What follows belongs to an exercise in optimizing a design on an open flow for small area; a production flow would make more cautious choices.
Function was checked by simulation only, so behaviour that the tests miss may differ from the original.
Power is estimated from default activity; no workload was simulated.

File: flow/config.mk
export PLATFORM = sky130hd
export DESIGN_NAME = main
export DESIGN_NICKNAME = main
export VERILOG_FILES = /design/flow/design.v
export SDC_FILE = /design/flow/constraint.sdc
export NUM_CORES = 4
export LEC_CHECK = 0
export CAP_MARGIN = 20
export CORE_MARGIN = 2
export CORE_UTILIZATION = 35
export SLEW_MARGIN = 20
File: flow/constraint.sdc
create_clock -name core_clock -period 20.0 [get_ports {CLK}]
set_input_delay 4.0000 -clock core_clock [delete_from_list [all_inputs] [get_ports {CLK}]]
set_output_delay 4.0000 -clock core_clock [all_outputs]
set_load 0.01 [all_outputs]
File: flow/design.v
module main(
    input [1:0] A,
    input [1:0] B,
    output [1:0] S,
    input Cin,
    output Cout,
    input CLK,
    input RST,
    output [11:8] SF_D,
    output LCD_E,
    output LCD_RS,
    output LCD_RW,
    output LCD_Enable
    );
  assign LCD_Enable = 1'b1;
  assign LCD_RW = 1'b0;
  assign {Cout, S} = A + B + Cin;
  reg [11:0] h;
  reg [8:0] U;
  reg [2:0] dat;
  wire done = U[8] & U[7];
  wire hw = &h;
  always @(posedge CLK) begin
    if (RST) begin
      h <= 12'd3815;
      U <= 9'd26;
    end else begin
      h <= hw ? 12'd1091 : h + 12'd1;
      if (hw) begin
        U[0] <= ~U[0];
        if (!done) U[8:1] <= U[8:1] + {7'd0, U[0]};
      end
    end
    if (!(U[0] == 1'b1 && h >= 12'd1116)) dat <= {Cout, S};
  end
  assign SF_D[8] = (U >= 9'd351 && U < 9'd383) || (U == 9'd276 && h >= 12'd2566 && h < 12'd2578) || (U == 9'd344 && h >= 12'd3238 && h < 12'd3250) || (U == 9'd346 && h >= 12'd2240 && h < 12'd2252) || (U == 9'd350 && h >= 12'd3285 && h < 12'd3335) || (U == 9'd350 && h >= 12'd3335 && h < 12'd3360) || (U == 9'd350 && h >= 12'd3360) || (U == 9'd383 && h < 12'd4094) || (done && ((U[0] == 1'b1 && h < 12'd1096) || (U[0] == 1'b1 && h >= 12'd1096 && h < 12'd1116) || (U[0] == 1'b1 && h >= 12'd1116 && h < 12'd1166 && dat[0]) || (U[0] == 1'b1 && h >= 12'd1166 && h < 12'd1191 && dat[0]) || (U[0] == 1'b1 && h >= 12'd1191 && dat[0])));
  assign SF_D[9] = (U == 9'd276 && h >= 12'd2566 && h < 12'd2578) || (U == 9'd344 && h >= 12'd3238 && h < 12'd3250) || (U == 9'd346 && h >= 12'd2240 && h < 12'd2252) || (U == 9'd347 && h >= 12'd1247 && h < 12'd1259) || (U == 9'd347 && h >= 12'd1259 && h < 12'd3265) || (U == 9'd347 && h >= 12'd3265 && h < 12'd3285) || (U == 9'd348 && h >= 12'd3285 && h < 12'd3335) || (U == 9'd348 && h >= 12'd3335 && h < 12'd3360) || (U == 9'd348 && h >= 12'd3360) || (U == 9'd349 && h < 12'd3260) || (done && ((U[0] == 1'b1 && h < 12'd1096) || (U[0] == 1'b1 && h >= 12'd1096 && h < 12'd1116) || (U[0] == 1'b1 && h >= 12'd1116 && h < 12'd1166 && dat[1]) || (U[0] == 1'b1 && h >= 12'd1166 && h < 12'd1191 && dat[1]) || (U[0] == 1'b1 && h >= 12'd1191 && dat[1])));
  assign SF_D[10] = (U == 9'd348 && h >= 12'd3285 && h < 12'd3335) || (U == 9'd348 && h >= 12'd3335 && h < 12'd3360) || (U == 9'd348 && h >= 12'd3360) || (U == 9'd349 && h < 12'd3260) || (U == 9'd349 && h >= 12'd3285 && h < 12'd3335) || (U == 9'd349 && h >= 12'd3335 && h < 12'd3360) || (U == 9'd349 && h >= 12'd3360) || (U == 9'd350 && h < 12'd3260) || (done && ((U[0] == 1'b1 && h >= 12'd1116 && h < 12'd1166 && dat[2]) || (U[0] == 1'b1 && h >= 12'd1166 && h < 12'd1191 && dat[2]) || (U[0] == 1'b1 && h >= 12'd1191 && dat[2])));
  assign SF_D[11] = (U == 9'd347 && h >= 12'd3285 && h < 12'd3335) || (U == 9'd347 && h >= 12'd3335 && h < 12'd3360) || (U == 9'd347 && h >= 12'd3360) || (U == 9'd348 && h < 12'd3260) || (U == 9'd349 && h >= 12'd3285 && h < 12'd3335) || (U == 9'd349 && h >= 12'd3335 && h < 12'd3360) || (U == 9'd349 && h >= 12'd3360) || (U == 9'd350 && h < 12'd3260) || (done && ((U[0] == 1'b0 && h < 12'd1096) || (U[0] == 1'b0 && h >= 12'd1096 && h < 12'd1116)));
  assign LCD_E = (U == 9'd276 && h >= 12'd2566 && h < 12'd2578) || (U == 9'd344 && h >= 12'd3238 && h < 12'd3250) || (U == 9'd346 && h >= 12'd2240 && h < 12'd2252) || (U == 9'd347 && h >= 12'd1247 && h < 12'd1259) || (U == 9'd347 && h >= 12'd3265 && h < 12'd3285) || (U == 9'd347 && h >= 12'd3335 && h < 12'd3360) || (U == 9'd348 && h >= 12'd3265 && h < 12'd3285) || (U == 9'd348 && h >= 12'd3335 && h < 12'd3360) || (U == 9'd349 && h >= 12'd3265 && h < 12'd3285) || (U == 9'd349 && h >= 12'd3335 && h < 12'd3360) || (U == 9'd350 && h >= 12'd3265 && h < 12'd3285) || (U == 9'd350 && h >= 12'd3335 && h < 12'd3360) || (done && ((U[0] == 1'b0 && h >= 12'd1096 && h < 12'd1116) || (U[0] == 1'b0 && h >= 12'd1166 && h < 12'd1191) || (U[0] == 1'b1 && h >= 12'd1096 && h < 12'd1116) || (U[0] == 1'b1 && h >= 12'd1166 && h < 12'd1191)));
  assign LCD_RS = (done && ((U[0] == 1'b1 && h < 12'd1096) || (U[0] == 1'b1 && h >= 12'd1096 && h < 12'd1116) || (U[0] == 1'b1 && h >= 12'd1116 && h < 12'd1166) || (U[0] == 1'b1 && h >= 12'd1166 && h < 12'd1191) || (U[0] == 1'b1 && h >= 12'd1191)));
endmodule
File: flow/run.sh
#!/bin/bash
# synth_recipe.tcl (not shown) runs the flow's synth.tcl, then flattens the netlist and writes it again
# the make line also repeats each setting of config.mk as NAME=value (left out here)
make -C /OpenROAD-flow-scripts/flow DESIGN_CONFIG=/design/flow/config.mk WORK_HOME=/design/flow/orfs CLKGATE_MAP_FILE= SYNTH_SCRIPT=/design/flow/synth_recipe.tcl finish
==> run notes <==
state kept, by name (all words and copies together) (netlist names):
name	count
U	9
dat	3
h	12
cell usage after synthesis (2+ instances only):
library cell   n  area (um^2)
o31ai_1        3        22.52
a21oi_1        9        45.04
nor2b_1        2        12.51
o21ai_0       18        90.09
nor3b_1        2        15.01
nand2_1       22        82.58
or3_1          4        25.02
fa_1           2        40.04
or2_2          2        12.51
a21o_1         2        15.01
nand2b_1       5        31.28
inv_1         18        67.56
edfxtp_1       3        90.09
buf_4          3        22.52
and3_1         7        43.79
or4b_1         2        20.02
dfxtp_1       21        420.4
ha_1           9        112.6
xor2_1         7        61.31
a31oi_1        3        18.77
nand4_1        6        37.54
clkbuf_1       2        7.510
conb_1         2        7.510
nor3_1         8        40.04
xnor2_1        6        52.55
nor2_1        20        75.07
buf_2         11        55.05
and2_1         2        12.51
and4_1         2        17.52
nand3_1       18        90.09
cell type report:
class / count / area (um^2)
Clock buffer: 4 / 45.04
Inverter: 18 / 67.56
Timing Repair Buffer: 15 / 150.1
Fill cell: 565 / 3080
Tap cell: 70 / 87.58
Sequential cell: 24 / 510.5
Multi-Input combinational cell: 187 / 1199
metal layers:
layer	up-vias	track usage (%)	wire, um
met2	32	25.39	2091
li1	858	-	-
met4	0	4.821	58
met3	5	1.412	136
met1	798	22.38	2196
met5	-	0	0
report_power, final:
part	total, mW	internal (mW)	switching, mW
combinational	0.0159	0.00763	0.00822
clock	0.0295	0.0142	0.0153
sequential	0.0568	0.0512	0.00551
total	0.102	0.0731	0.0290
cells by family (layout without fill, tap and decap cells):
logic type | Yosys count | in the layout | share of synthesized area, %
xor gates and xnor gates | 13 | 13 | 6.079
muxes | 1 | 1 | 0.5344
and+or+nand+nor | 111 | 111 | 31.66
other | 2 | 2 | 0.4010
buffers and inverters | 35 | 37 | 8.750
adders and majority gates | 11 | 11 | 8.150
DFF | 24 | 24 | 27.25
AOI/OAI and AO/OA | 49 | 49 | 17.17
worst max-delay path by stage:
stage | from | end | depth (start not counted) | slack (ns)
finish | A[0] | S[1] | 6 | 10.01
global route | A[0] | S[1] | 6 | 9.94
CTS | A[0] | S[1] | 6 | 9.99
detailed placement | A[0] | S[1] | 6 | 10.0
global placement | A[0] | S[1] | 6 | 10.02
floorplan | A[0] | S[1] | 4 | 11.00
critical path, stage by stage:
cell	delay [ns]
clkdlybuf4s50_1	0.45
inv_1	0.05
fa_1	0.42
fa_1	0.43
inv_1	0.08
clkdlybuf4s50_1	0.55
==> run notes <==
- Status: timing/DRC/antenna clean
- Area growth from synthesis to layout: 9.954%
- Final WL: 4483 um
- Syn Nets: 264
- Post-route ant nets: 0
- DRC violations left: 0
- Hold path start: h[0]
- PD cells: 49.59 nW/um^2
- Via Count: 1,693
- Commonest non-fill, non-tap cell in the layout: nand2_1
- Vias in the first global route: ~1.6k
- Library cells used by synthesis: between 50 and 60
- Yosys reg bits: 24
- ANT cells: 0
- Syn avg cell area: 7.614 um^2
- Design Power: 0.1021 mW
- Data arrival, critical path: 5.99 ns
- Setup_tns: 0 ns
- Finished Cell Area: 2059 um^2
- I/O Pins: 18
- CTS max path bufs: 2
- Drt first-iter violations: between 90 and 100
- H-tree levels: 1
- Register area share after synthesis: 27.25%
- Global route overflow: 0
- Die X: 77.16 um
- Yosys warns: 1
- Hold EP: h[0]
- Final #Nets: 267
- IO Port Bufs: 15
- WHS: 0.4550 ns
- Setup ws final: 10.01 ns
- Worst VDD drop: 0.00002547 V
- Core Region: a little over 5000 um^2
- CTS Buf Count: 3
- Worst Path Required: 16.00 ns
- Vias per std cell: 5.324
- Lkg Pwr: 0.7830 nW
- # placed instances: 314
- Setup WS pre-CTS: 9.997 ns
- Final-report hold violation count: 0
- Syn Inst Count: 246
- Clock skew: 0.006493 ns
- Ys flop type: dfxtp_1
- Die ar.: 5953 um^2
- Hold_buf cts: 0
- Worst Max-Slew Pin Slew: 0.5856 ns
- Starting density of the core: 36.44%
- Number of synthesized flops with an enable pin: 3
- Capture point of the worst reg-to-reg path: U[8]
- Root Buffer: clkbuf_8
- R2R Path Start: h[3]
- Part of the cycle the worst path needs: 49.95%
- Final setup vio count: 0
- Post-CTS sizing: 0
- Fin. max-slew vios: 0
- Relative max-transition margin: 60.91%
- RD Place Congestion: 0.8391
- Detail Placement HPWL: around 3400 um
- Setup CP Type: input port to output pin
- Antenna violations before repair: 0
- Hold Crit Class: flip-flop to flip-flop
- Pre-Repair DR Iteration Count: 4
- First-pass GRT wire length: 7617 um
- Worst-Skew Late Latency: roughly 0.27 ns
- Min Tclk post-route: 9.989 ns
- Most frequent cells in the layout: nand2_1 (22), dfxtp_1 (21), nor2_1 (20)
- R2r worst-path depth: 6
- DP Area: about 2000 um^2
- Reg2reg setup slack: 17.83 ns
- Worst Path Max Fanout: 2
- Routed length per placed instance: around 14 um
- Ys async rst share: 0%
- Fmax: 100.1 MHz
- Fin cells: around 320
- Hold Path Depth: 1
- Clock Sinks: 24
- Setup Fix Bufs, Post-CTS: 0
- CP Capture Type: output pin
- Crit start category: input port
- Largest net degree at the start of global routing: 18
- TritonCTS clock tree: done
- GRT Overall Usage: between 10% and 20%
- Util after Layout: 40.07%
- Clock transition at path regs: 0.08 ns
- Die H: 77.16 um
- Mapped Area: 1873 um^2
- Layout cells sized above 1: 3.629%
- RSZ-0062 raised after global routing: false
- Max_cap viols: 0
- Placement Rows: 26

## static timing again, ports no longer ideal
Ports are ideal in the flow. The routed layout listed here was re-timed in OpenROAD. Step 1 (the two cells are an assumption about what drives the block):
set clk [get_ports {CLK}]
set_driving_cell -lib_cell sky130_fd_sc_hd__clkbuf_16 $clk
set_driving_cell -lib_cell sky130_fd_sc_hd__buf_2 [delete_from_list [all_inputs] $clk]
Step 2 also shifts input and output timing later by t, the mid clock arrival at the registers, as if the neighbouring blocks saw the same clock. Three values: ideal, step 1, step 2; two values: the first two.
shift t [ns]: 0.291
setup WS [ns]: 10.011 / 9.987 / 9.987
hold slack, ns: 0.455 / 0.455 / 0.455
cell pins on the clock port's net: 1
After both steps this run still meets setup and hold. The setup slack of this run moves by -0.024 ns with the drivers and by -0.024 ns with both steps.
